From an optimization exercise on the open Yosys and OpenROAD flow, aimed at small area and a short achievable clock period; shortcuts taken in it are not production practice.
Function was not checked in any run shown here: the RTL went through the layout flow alone.
No run shown here takes its clock network from TritonCTS; it comes from the design's own scripts or RTL.
No driver is modelled on the clock port, so clock power and skew are understated where the tree is cut down; a real chip needs a root buffer or a tree.

==> flow/design.v (outline; a module is shown in full before it is edited, if it fits) <==
// module mul16_top: 15 lines
// module multiplier: 1835 lines
// module mul_fa: 4 lines
// module mul_a21oi: 3 lines
// module mul_inv: 3 lines
// module mul_nand2: 3 lines
// module mul_nor2: 3 lines
// module mul_o21ai: 3 lines
// module mul_xnor2: 3 lines
// module mul_xor2: 3 lines
// module mul_xnor: 3 lines
// module mul_or: 3 lines
module mul16_top(
    input clk,
    input [15:0] a,
    input [15:0] b,
    output reg [31:0] res
);
  // ...
==> flow/flow/run.sh <==
#!/bin/bash
# Own layout flow: the standard ORFS flow (standard.sh), with
#  - port buffers of a small, fast buffer cell instead of the default delay buffer;
#  - the clock tree rebuilt after CTS as one level of four buffers driven by the clock
#    port (flatten_clock_core.tcl), which shortens the clock's insertion delay for all
#    registers alike;
#  - after that, and after global routing, timing repair aiming for setup slack above a
#    margin, so that the design is sized for the period it can reach rather than left at
#    minimum size by the loose clock.
# make's output goes to standard.log here; ORFS keeps each step's log in orfs/logs.
set -euo pipefail
cd "$(dirname "$0")/.."
export FLOW_DIR_OWN="$PWD/flow"
export FLOW_SETUP_MARGIN=0
export FLOW_IN_REG_CELL=sky130_fd_sc_hd__dfxtp_4
export BUFFER_PORTS_ARGS="-buffer_cell sky130_fd_sc_hd__buf_1"
export CTS_ARGS="-sink_clustering_enable -repair_clock_nets -dont_use_dummy_load -buf_list sky130_fd_sc_hd__clkbuf_8"
export POST_CTS_TCL="$PWD/flow/flatten_clock_post.tcl"
export PRE_GLOBAL_ROUTE_TCL="$PWD/flow/grt_margin.tcl"
bash standard.sh > standard.log 2>&1
==> flow/flow/flatten_clock_core.tcl <==
# Rebuild the clock tree that CTS made as a single level: the clock port drives
# NLEAF clock buffers directly, each driving the registers of one region of the
# core. This removes the root buffer level and so the clock's insertion delay
# (it does not skew registers against each other: all go through one buffer).
set nleaf 4
set bufcell sky130_fd_sc_hd__clkbuf_16
set block [ord::get_db_block]
set clknet [$block findNet clk]
# every register clock pin (sink) of the tree, and every clock-tree buffer
set sinks {}
set bufs {}
set todo [list $clknet]
while {[llength $todo]} {
  set net [lindex $todo 0]
  set todo [lrange $todo 1 end]
  foreach it [$net getITerms] {
    if {![$it isInputSignal] && [$it getIoType] ne "INPUT"} { continue }
    set inst [$it getInst]
    set m [[$inst getMaster] getName]
    if {[string match "sky130_fd_sc_hd__clkbuf*" $m] || [string match "sky130_fd_sc_hd__clkinv*" $m] || [string match "sky130_fd_sc_hd__buf*" $m]} {
      if {[lsearch -exact $bufs $inst] < 0} {
        lappend bufs $inst
        foreach o [$inst getITerms] {
          if {[$o isOutputSignal]} { lappend todo [$o getNet] }
        }
      }
    } else {
      lappend sinks $it
    }
  }
}
puts "flatten_clock: [llength $sinks] sinks, [llength $bufs] buffers"
# split the sinks into nleaf groups: halves by x, then each half by y
proc loc {it} {
  set b [[$it getInst] getBBox]
  return [list [expr {([$b xMin] + [$b xMax]) / 2}] [expr {([$b yMin] + [$b yMax]) / 2}]]
}
proc split_by {items idx} {
  set s [lsort -real -index 1 [lmap it $items {list $it [lindex [loc $it] $idx]}]]
  set n [expr {[llength $s] / 2}]
  return [list [lmap p [lrange $s 0 [expr {$n - 1}]] {lindex $p 0}] [lmap p [lrange $s $n end] {lindex $p 0}]]
}
set groups {}
foreach half [split_by $sinks 0] {
  foreach q [split_by $half 1] { lappend groups $q }
}
# remove the old tree
foreach inst $bufs {
  foreach o [$inst getITerms] {
    if {[$o isOutputSignal]} {
      set n [$o getNet]
      foreach it [$n getITerms] { $it disconnect }
      odb::dbNet_destroy $n
    }
  }
  odb::dbInst_destroy $inst
}
# one buffer per group, at the group's centre
set master [[ord::get_db] findMaster $bufcell]
set k 0
foreach g $groups {
  set sx 0; set sy 0
  foreach it $g { lassign [loc $it] x y; incr sx $x; incr sy $y }
  set cx [expr {$sx / [llength $g]}]; set cy [expr {$sy / [llength $g]}]
  set inst [odb::dbInst_create $block $master "clkbuf_leaf_$k"]
  set net [odb::dbNet_create $block "clknet_leaf_$k"]
  $net setSigType CLOCK
  [$inst findITerm A] connect $clknet
  [$inst findITerm X] connect $net
  foreach it $g { $it connect $net }
  $inst setLocation $cx $cy
  $inst setPlacementStatus PLACED
  puts "flatten_clock: clkbuf_leaf_$k drives [llength $g] sinks"
  incr k
}
==> flow/flow/flatten_clock_post.tcl <==
source $::env(FLOW_DIR_OWN)/flatten_clock_core.tcl
if {[info exists ::env(FLOW_IN_REG_CELL)] && $::env(FLOW_IN_REG_CELL) ne ""} {
  foreach inst [get_cells {a_r* b_r*}] {
    replace_cell $inst $::env(FLOW_IN_REG_CELL)
  }
}
detailed_placement
estimate_parasitics -placement
# size the design for the period it can reach: repair setup against a margin
set ::env(SETUP_SLACK_MARGIN) $::env(FLOW_SETUP_MARGIN)
repair_timing_helper
detailed_placement
check_placement -verbose
==> flow/flow/grt_margin.tcl <==
# the global-route stage's timing repair uses the same setup margin as after CTS
set ::env(SETUP_SLACK_MARGIN) $::env(FLOW_SETUP_MARGIN)
==> flow/standard.sh <==
#!/bin/bash
# synth_recipe.tcl (not shown) runs the flow's synth.tcl, then flattens the netlist and writes it again
# the make line also repeats each setting of config.mk as NAME=value (left out here)
make -C /OpenROAD-flow-scripts/flow DESIGN_CONFIG=/design/flow/config.mk WORK_HOME=/design/flow/orfs CLKGATE_MAP_FILE= SYNTH_SCRIPT=/design/flow/synth_recipe.tcl "${@:-finish}"
==> flow/config.mk <==
export PLATFORM = sky130hd
export DESIGN_NAME = mul16_top
export DESIGN_NICKNAME = mul16_top
export VERILOG_FILES = /design/flow/design.v
export SDC_FILE = /design/flow/constraint.sdc
export NUM_CORES = 4
export LEC_CHECK = 0
export CAP_MARGIN = 20
export CORE_MARGIN = 2
export CORE_UTILIZATION = 55
export SLEW_MARGIN = 20
export SYNTH_HIERARCHICAL = 1
==> flow/constraint.sdc <==
create_clock -name core_clock -period 22.0 [get_ports {clk}]
set_input_delay 4.4000 -clock core_clock [delete_from_list [all_inputs] [get_ports {clk}]]
set_output_delay 4.4000 -clock core_clock [all_outputs]
set_load 0.01 [all_outputs]
==> flow_metrics.env, run 1 <==
export IMPL_multi_input_area_share_pct=77.1
export IMPL_outcome="finished clean"
export IMPL_r2r_slack_ns=16.86
export IMPL_yosys_cell_types_count=14
export IMPL_drt_iter0_markers=383
export IMPL_firstDrtPassIters=5
export IMPL_use_met2_pct=45.1
export IMPL_synthMuxAreaShare_pct=0
export IMPL_grt_pass1_vias=6913
export IMPL_yosys_area_share_adder_pct=42.4
export IMPL_tns_ns=0
export IMPL_die_width_um=133
export IMPL_ff2ff_path_depth=14
export IMPL_placed_area_um2=8760
export IMPL_cp_start_kind="flop"
export IMPL_seq_cells=64
export IMPL_use_met3_pct=5.56
export IMPL_clock_skew_ns=0.0112
export IMPL_seq_area_um2=1400
export IMPL_yosys_area_share_simple_pct=16.7
export IMPL_synth_largest_area_cell="fa_1"
export IMPL_rsz0062_at_grt="false"
export IMPL_cap_violations=0
==> run 2: changes to the inputs <==
--- a/flow/design.v
+++ b/flow/design.v
@@ -1267,45 +1267,45 @@
   assign pp250 = ~(a[9] & b[15]);
   assign pp251 = ~(a[10] & b[15]);
   assign pp252 = ~(a[11] & b[15]);
   assign pp253 = ~(a[12] & b[15]);
   assign pp254 = ~(a[13] & b[15]);
   assign pp255 = ~(a[14] & b[15]);
   assign pp256 = ~(a[15] & b[15]);
   mul_xnor u_s257 (.a(pp104), .b(pp119), .y(s257));
-  mul_or u_c258 (.a(pp104), .b(pp119), .y(c258));
+  mul_nand4 u_c258 (.a(a[7]), .b(b[6]), .c(a[6]), .d(b[7]), .y(c258));
   mul_fa u_s259 (.a(pp105), .b(pp120), .ci(pp135), .s(s259), .co(c260));
   mul_xnor u_s261 (.a(pp15), .b(pp150), .y(s261));
-  mul_or u_c262 (.a(pp15), .b(pp150), .y(c262));
+  mul_nand4 u_c262 (.a(a[14]), .b(b[0]), .c(a[5]), .d(b[9]), .y(c262));
   mul_fa u_s263 (.a(pp106), .b(pp121), .ci(pp136), .s(s263), .co(c264));
   mul_fa u_s265 (.a(pp151), .b(pp16), .ci(pp166), .s(s265), .co(c266));
   mul_xnor u_s267 (.a(pp181), .b(pp196), .y(s267));
-  mul_or u_c268 (.a(pp181), .b(pp196), .y(c268));
+  mul_nand4 u_c268 (.a(a[4]), .b(b[11]), .c(a[3]), .d(b[12]), .y(c268));
   mul_fa u_s269 (.a(pp107), .b(pp122), .ci(pp137), .s(s269), .co(c270));
   mul_fa u_s271 (.a(pp152), .b(pp167), .ci(pp182), .s(s271), .co(c272));
   mul_xnor u_s273 (.a(pp197), .b(pp212), .y(s273));
-  mul_or u_c274 (.a(pp197), .b(pp212), .y(c274));
+  mul_nand4 u_c274 (.a(a[4]), .b(b[12]), .c(a[3]), .d(b[13]), .y(c274));
   mul_fa u_s275 (.a(pp108), .b(pp123), .ci(pp138), .s(s275), .co(c276));
   mul_fa u_s277 (.a(pp153), .b(pp168), .ci(pp183), .s(s277), .co(c278));
   mul_fa u_s279 (.a(pp109), .b(pp124), .ci(pp139), .s(s279), .co(c280));
   mul_xnor u_s281 (.a(pp10), .b(pp100), .y(s281));
-  mul_or u_c282 (.a(pp10), .b(pp100), .y(c282));
+  mul_nand4 u_c282 (.a(a[9]), .b(b[0]), .c(a[3]), .d(b[6]), .y(c282));
   mul_fa u_s283 (.a(pp101), .b(pp11), .ci(pp116), .s(s283), .co(c284));
   mul_xnor u_s285 (.a(pp131), .b(pp146), .y(s285));
-  mul_or u_c286 (.a(pp131), .b(pp146), .y(c286));
+  mul_nand4 u_c286 (.a(a[2]), .b(b[8]), .c(a[1]), .d(b[9]), .y(c286));
   mul_fa u_s287 (.a(pp102), .b(pp117), .ci(pp12), .s(s287), .co(c288));
   mul_fa u_s289 (.a(pp132), .b(pp147), .ci(pp162), .s(s289), .co(c290));
   mul_xnor u_s291 (.a(pp177), .b(pp27), .y(s291));
-  mul_or u_c292 (.a(pp177), .b(pp27), .y(c292));
+  mul_nand4 u_c292 (.a(a[0]), .b(b[11]), .c(a[10]), .d(b[1]), .y(c292));
   mul_fa u_s293 (.a(pp103), .b(pp118), .ci(pp13), .s(s293), .co(c294));
   mul_fa u_s295 (.a(pp133), .b(pp148), .ci(pp163), .s(s295), .co(c296));
   mul_fa u_s297 (.a(pp178), .b(pp193), .ci(pp28), .s(s297), .co(c298));
   mul_xnor u_s299 (.a(pp43), .b(pp58), .y(s299));
-  mul_or u_c300 (.a(pp43), .b(pp58), .y(c300));
+  mul_nand4 u_c300 (.a(a[10]), .b(b[2]), .c(a[9]), .d(b[3]), .y(c300));
   mul_fa u_s301 (.a(pp134), .b(pp14), .ci(pp149), .s(s301), .co(c302));
   mul_fa u_s303 (.a(pp164), .b(pp179), .ci(pp194), .s(s303), .co(c304));
   mul_fa u_s305 (.a(pp209), .b(pp29), .ci(pp44), .s(s305), .co(c306));
   mul_fa u_s307 (.a(pp59), .b(pp74), .ci(pp89), .s(s307), .co(c308));
   mul_fa u_s309 (.a(pp165), .b(pp180), .ci(pp195), .s(s309), .co(c310));
   mul_fa u_s311 (.a(pp210), .b(pp225), .ci(pp30), .s(s311), .co(c312));
   mul_fa u_s313 (.a(pp45), .b(pp60), .ci(pp75), .s(s313), .co(c314));
   mul_fa u_s315 (.a(pp90), .b(c258), .ci(s261), .s(s315), .co(c316));
@@ -1331,24 +1331,24 @@
   mul_fa u_s355 (.a(pp245), .b(pp80), .ci(pp95), .s(s355), .co(c356));
   mul_fa u_s357 (.a(pp111), .b(pp126), .ci(pp141), .s(s357), .co(c358));
   mul_fa u_s359 (.a(pp156), .b(pp171), .ci(pp186), .s(s359), .co(c360));
   mul_fa u_s361 (.a(pp201), .b(pp216), .ci(pp231), .s(s361), .co(c362));
   mul_fa u_s363 (.a(pp112), .b(pp127), .ci(pp142), .s(s363), .co(c364));
   mul_fa u_s365 (.a(pp157), .b(pp172), .ci(pp187), .s(s365), .co(c366));
   mul_fa u_s367 (.a(pp128), .b(pp143), .ci(pp158), .s(s367), .co(c368));
   mul_xnor u_s369 (.a(pp22), .b(pp37), .y(s369));
-  mul_or u_c370 (.a(pp22), .b(pp37), .y(c370));
+  mul_nand4 u_c370 (.a(a[5]), .b(b[1]), .c(a[4]), .d(b[2]), .y(c370));
   mul_fa u_s371 (.a(pp113), .b(pp23), .ci(pp38), .s(s371), .co(c372));
   mul_xnor u_s373 (.a(pp53), .b(pp68), .y(s373));
-  mul_or u_c374 (.a(pp53), .b(pp68), .y(c374));
+  mul_nand4 u_c374 (.a(a[4]), .b(b[3]), .c(a[3]), .d(b[4]), .y(c374));
   mul_fa u_s375 (.a(pp114), .b(pp129), .ci(pp24), .s(s375), .co(c376));
   mul_fa u_s377 (.a(pp39), .b(pp54), .ci(pp69), .s(s377), .co(c378));
   mul_xnor u_s379 (.a(pp84), .b(pp9), .y(s379));
-  mul_or u_c380 (.a(pp84), .b(pp9), .y(c380));
+  mul_nand4 u_c380 (.a(a[3]), .b(b[5]), .c(a[8]), .d(b[0]), .y(c380));
   mul_fa u_s381 (.a(pp115), .b(pp130), .ci(pp145), .s(s381), .co(c382));
   mul_fa u_s383 (.a(pp25), .b(pp40), .ci(pp55), .s(s383), .co(c384));
   mul_fa u_s385 (.a(pp70), .b(pp85), .ci(s281), .s(s385), .co(c386));
   mul_fa u_s387 (.a(pp161), .b(pp26), .ci(pp41), .s(s387), .co(c388));
   mul_fa u_s389 (.a(pp56), .b(pp71), .ci(pp86), .s(s389), .co(c390));
   mul_fa u_s391 (.a(c282), .b(s285), .ci(s283), .s(s391), .co(c392));
   mul_fa u_s393 (.a(pp42), .b(pp57), .ci(pp72), .s(s393), .co(c394));
   mul_fa u_s395 (.a(pp87), .b(c286), .ci(s291), .s(s395), .co(c396));
@@ -1388,20 +1388,20 @@
   mul_fa u_s463 (.a(c364), .b(c366), .ci(s367), .s(s463), .co(c464));
   mul_fa u_s465 (.a(pp144), .b(pp159), .ci(pp174), .s(s465), .co(c466));
   mul_fa u_s467 (.a(pp189), .b(pp204), .ci(pp219), .s(s467), .co(c468));
   mul_fa u_s469 (.a(pp234), .b(pp249), .ci(c368), .s(s469), .co(c470));
   mul_fa u_s471 (.a(pp160), .b(pp175), .ci(pp190), .s(s471), .co(c472));
   mul_fa u_s473 (.a(pp205), .b(pp220), .ci(pp235), .s(s473), .co(c474));
   mul_fa u_s475 (.a(pp176), .b(pp191), .ci(pp206), .s(s475), .co(c476));
   mul_xnor u_s477 (.a(pp20), .b(pp35), .y(s477));
-  mul_or u_c478 (.a(pp20), .b(pp35), .y(c478));
+  mul_nand4 u_c478 (.a(a[3]), .b(b[1]), .c(a[2]), .d(b[2]), .y(c478));
   mul_fa u_s479 (.a(pp21), .b(pp36), .ci(pp51), .s(s479), .co(c480));
   mul_xnor u_s481 (.a(pp6), .b(pp66), .y(s481));
-  mul_or u_c482 (.a(pp6), .b(pp66), .y(c482));
+  mul_nand4 u_c482 (.a(a[5]), .b(b[0]), .c(a[1]), .d(b[4]), .y(c482));
   mul_fa u_s483 (.a(pp52), .b(pp67), .ci(pp7), .s(s483), .co(c484));
   mul_fa u_s485 (.a(pp82), .b(pp97), .ci(s369), .s(s485), .co(c486));
   mul_fa u_s487 (.a(pp8), .b(pp83), .ci(pp98), .s(s487), .co(c488));
   mul_fa u_s489 (.a(c370), .b(s373), .ci(s371), .s(s489), .co(c490));
   mul_fa u_s491 (.a(pp99), .b(c374), .ci(s379), .s(s491), .co(c492));
   mul_fa u_s493 (.a(c372), .b(s375), .ci(s377), .s(s493), .co(c494));
   mul_fa u_s495 (.a(c380), .b(c376), .ci(c378), .s(s495), .co(c496));
   mul_fa u_s497 (.a(s381), .b(s383), .ci(s385), .s(s497), .co(c498));
@@ -1436,17 +1436,17 @@
   mul_fa u_s555 (.a(pp250), .b(c466), .ci(c468), .s(s555), .co(c556));
   mul_fa u_s557 (.a(s471), .b(s473), .ci(c470), .s(s557), .co(c558));
   mul_fa u_s559 (.a(pp221), .b(pp236), .ci(pp251), .s(s559), .co(c560));
   mul_fa u_s561 (.a(c472), .b(c474), .ci(s475), .s(s561), .co(c562));
   mul_fa u_s563 (.a(pp192), .b(pp207), .ci(pp222), .s(s563), .co(c564));
   mul_fa u_s565 (.a(pp237), .b(pp252), .ci(c476), .s(s565), .co(c566));
   mul_fa u_s567 (.a(pp208), .b(pp223), .ci(pp238), .s(s567), .co(c568));
   mul_xnor u_s569 (.a(pp19), .b(pp34), .y(s569));
-  mul_or u_c570 (.a(pp19), .b(pp34), .y(c570));
+  mul_nand4 u_c570 (.a(a[2]), .b(b[1]), .c(a[1]), .d(b[2]), .y(c570));
   mul_fa u_s571 (.a(pp5), .b(pp50), .ci(pp65), .s(s571), .co(c572));
   mul_fa u_s573 (.a(pp81), .b(c478), .ci(s481), .s(s573), .co(c574));
   mul_fa u_s575 (.a(c482), .b(c480), .ci(s483), .s(s575), .co(c576));
   mul_fa u_s577 (.a(c484), .b(s487), .ci(c486), .s(s577), .co(c578));
   mul_fa u_s579 (.a(c488), .b(s491), .ci(c490), .s(s579), .co(c580));
   mul_fa u_s581 (.a(c492), .b(c494), .ci(s495), .s(s581), .co(c582));
   mul_fa u_s583 (.a(c496), .b(s499), .ci(c498), .s(s583), .co(c584));
   mul_fa u_s585 (.a(c500), .b(s503), .ci(c502), .s(s585), .co(c586));
@@ -1463,17 +1463,17 @@
   mul_fa u_s607 (.a(s547), .b(c544), .ci(c546), .s(s607), .co(c608));
   mul_fa u_s609 (.a(c548), .b(s551), .ci(c550), .s(s609), .co(c610));
   mul_fa u_s611 (.a(c552), .b(s555), .ci(s557), .s(s611), .co(c612));
   mul_fa u_s613 (.a(s559), .b(c556), .ci(s561), .s(s613), .co(c614));
   mul_fa u_s615 (.a(c560), .b(s563), .ci(c562), .s(s615), .co(c616));
   mul_fa u_s617 (.a(pp253), .b(c564), .ci(s567), .s(s617), .co(c618));
   mul_fa u_s619 (.a(pp224), .b(pp239), .ci(pp254), .s(s619), .co(c620));
   mul_xnor u_s621 (.a(pp18), .b(pp3), .y(s621));
-  mul_or u_c622 (.a(pp18), .b(pp3), .y(c622));
+  mul_nand4 u_c622 (.a(a[1]), .b(b[1]), .c(a[2]), .d(b[0]), .y(c622));
   mul_fa u_s623 (.a(pp4), .b(pp49), .ci(s569), .s(s623), .co(c624));
   mul_fa u_s625 (.a(c570), .b(s477), .ci(s571), .s(s625), .co(c626));
   mul_fa u_s627 (.a(c572), .b(s479), .ci(s573), .s(s627), .co(c628));
   mul_fa u_s629 (.a(c574), .b(s485), .ci(s575), .s(s629), .co(c630));
   mul_fa u_s631 (.a(c576), .b(s489), .ci(s577), .s(s631), .co(c632));
   mul_fa u_s633 (.a(s493), .b(c578), .ci(s579), .s(s633), .co(c634));
   mul_fa u_s635 (.a(s497), .b(c580), .ci(s581), .s(s635), .co(c636));
   mul_fa u_s637 (.a(c582), .b(s501), .ci(s583), .s(s637), .co(c638));
@@ -1875,8 +1875,11 @@
   assign y = a ^ b;
 endmodule
 module mul_xnor(input a, input b, output y);
   assign y = ~(a ^ b);
 endmodule
 module mul_or(input a, input b, output y);
   assign y = a | b;
 endmodule
+module mul_nand4(input a, input b, input c, input d, output y);
+  assign y = ~(a & b & c & d);
+endmodule
==> flow_metrics.env, run 2 <==
export IMPL_syn2layout_area_growth_pct=-2.49
export IMPL_cap_violations=0
export IMPL_core_um2=16500
export IMPL_syn_inst=961
export IMPL_clock_skew_ns=0.00978
export IMPL_placementRows=47
export IMPL_max_stage_delay_ns=0.34
export IMPL_synthesis_area_um2=9210
export IMPL_wl_um=23200
export IMPL_yosys_area_share_simple_pct=16.7
export IMPL_final_period_utilization_pct=22.9
export IMPL_syn_avg_cell_area_um2=9.58
export IMPL_antenna_found_initial=0
export IMPL_vias=6470
export IMPL_grt_use_total_pct=27.9
export IMPL_ant_nets=0
export IMPL_crit_required_ns=17.60
export IMPL_period_needed_ns=5.03
export IMPL_slew_violations=0
export IMPL_crit_type="reg -> out"
export IMPL_drc=0
export IMPL_drive_gt1_share_pct=10.2
export IMPL_synth_compound_area_share_pct=8.86
export IMPL_cp_slowest_cell="dfxtp_1"
export IMPL_final_cell_mix="nand2_1 (322), fa_1 (195), o21ai_1 (72)"
export IMPL_synth_largest_area_cell="fa_1"
export IMPL_crit_family="flip-flops"
export IMPL_synth_xor_area_share_pct=7.14
export IMPL_initial_utilization_pct=55.9
export IMPL_fin_nets=1163
export IMPL_die_h_um=133
export IMPL_outcome="finished clean"
export IMPL_grt_pass1_vias=6983
export IMPL_critPathMaxFanout=1
export IMPL_grt_pass1_wl_um=37800
export IMPL_async_reset_ff_share_pct=0
export IMPL_tns_ns=0
export IMPL_synth_top_area_share_pct=42.4
export IMPL_reg_largest_list="res: 32 flops, a_r: 16 flops, b_r: 16 flops"
export IMPL_hold_viol=0
export IMPL_largest_reg_flops=32
export IMPL_final_common_cell="nand2_1"
export IMPL_wl_per_cell_um=20.1
export IMPL_gp_congestion=0.947
export IMPL_fmax_mhz=199
export IMPL_final_setup_viol_count=0
export IMPL_yosys_cell_types_count=14
export IMPL_utilization_pct=54.5
export IMPL_synth_flop_cell="dfxtp_1"
export IMPL_diodes=0
export IMPL_synth_area_leaders="fa_1 (42%), dfxtp_1 (14%), nand2_1 (13%)"
export IMPL_syn_nets=1189
export IMPL_largest_register="res"
export IMPL_synthMuxAreaShare_pct=0
export IMPL_hold_path_class="reg -> reg"
export IMPL_vias_per_cell=5.61
export IMPL_clock_sinks=64
export IMPL_io_pins=65
export IMPL_dpl_hpwl_um=17600
export IMPL_cp_arrival_ns=0.63
export IMPL_cts_clk_slew_worst_paths_ns=0.07
export IMPL_rsz0062_at_grt="false"
export IMPL_clkLatencyLatePin_ns=0.14
export IMPL_grt_max_degree=23
export IMPL_yosys_area_share_adder_pct=42.4
export IMPL_yosys_warnings=7
export IMPL_synth_most_common_cell="nand2_1"
export IMPL_synth_top_family_by_area="adder cells"
export IMPL_critPathBufInv=1
export IMPL_die_area_um2=17800
export IMPL_relSlewSlack_pct=58.7
export IMPL_crit_chain="buf_1"
export IMPL_synth_edff_count=0
export IMPL_cp_start_kind="flop"
export IMPL_synth_seq_cells=64
export IMPL_grt_overflow=0
export IMPL_die_width_um=133
export IMPL_synth_seq_area_share_pct=13.9
export IMPL_firstDrtPassIters=5
export IMPL_numPortBuffers=64
export IMPL_drt_iter0_markers=496
export IMPL_worst_pin_slew_ns=0.615
export IMPL_synth_commonest_cells="nand2_1 (322), fa_1 (195), o21ai_1 (72), dfxtp_1 (64), buf_6 (63)"
export IMPL_fill_cells=1528
export IMPL_worst_setup_path_end_kind="output port"
run 2: changes by cell type after synthesis:
cell | previous run | this run
or2_1 | 15 | 0
nand4_1 | 0 | 15
run 2: Yosys stat by module, one instance, submodules excluded, a selection:
module / copies in the design / cell area [um2] / flops+latches
mul_a21oi: 52 / 8.76 / 0
mul_nand2: 73 / 3.75 / 0
mul_xor2: 22 / 8.76 / 0
mul_inv: 11 / 3.75 / 0
mul_nand4: 15 / 6.26 / 0
multiplier: 1 / 1940 / 0
mul_fa: 195 / 20.0 / 0
mul16_top: 1 / 1280 / 64
mul_xnor: 15 / 8.76 / 0
mul_nor2: 52 / 3.75 / 0
run 2: stage by stage:
stage | std cells | hold slack, ns | setup WS, ns | cell area, um2
global placement | 1149 | 0.878 | 16.58 | 8760
finish | 1153 | 0.635 | 16.97 | 8980
detailed placement | 1149 | 0.883 | 16.60 | 8760
global route | 1153 | 0.681 | 16.75 | 8980
floorplan | 961 | 0.669 | 17.27 | 9210
run 2: area by class of cell:
cell class              instances  area (um2)  share of cell area, %
inverters                      11        41.3                  0.460
multi-input cells             790        6920                   77.1
repair buffers                 64         240                   2.68
well taps                     220         275                   3.07
flip-flops and latches         64        1400                   15.6
plain buffers                   4         100                   1.12
run 2: routing by layer:
metal | wire length [um] | track usage [%]
met1 | 9630 | 36.0
met2 | 11000 | 46.5
met3 | 1860 | 6.32
met4 | 735 | 10.2
met5 | 0 | 0
run 2: kinds of logic after synthesis:
logic type      after synthesis
simple gates                396
fa+ha+maj                   195
compound gates              124
buf+inv                     107
xor+xnor                     75
flops                        64
run 2: worst paths after layout:
check | startpoint | depth (start not counted) | end | slack [ns]
setup / recovery | res[24] | 1 | res[24] | 16.97
hold / removal | a_r[0] | 2 | res[0] | 0.63
setup reg to reg | b_r[6] | 14 | res[26] | 17.05
hold reg to reg | a_r[0] | 2 | res[0] | 0.63

[static timing again, ports no longer ideal]
How much do the figures lean on ideal ports? The routed layouts below were timed once more, with nothing changed but the port constraints. Step 1 assumes that a clkbuf_16 drives the clock port and a buf_2 every other input. Step 2 adds t to the input delays and takes it off the output delays; t is the mean of the earliest and latest rising clock arrival at the registers after step 1. Input paths then give back, and output paths get back, about the clock's delay inside the block. Slacks: ideal / step 1 / step 2; pairs: ideal / step 1.
run | t (ns) | setup slack, ns | worst hold slack (ns) | latest minus earliest clock arrival (ns) | worst data-port slew with drivers (ns)
run 1 | 0.229 | 16.865 / 16.809 / 16.865 | 0.624 / 0.624 / 0.624 | 0.011 / 0.011 | 0.03
run 2 | 0.237 | 16.968 / 16.869 / 17.054 | 0.635 / 0.635 / 0.635 | 0.010 / 0.010 | 0.03
After both steps setup and hold are still met in every run listed.
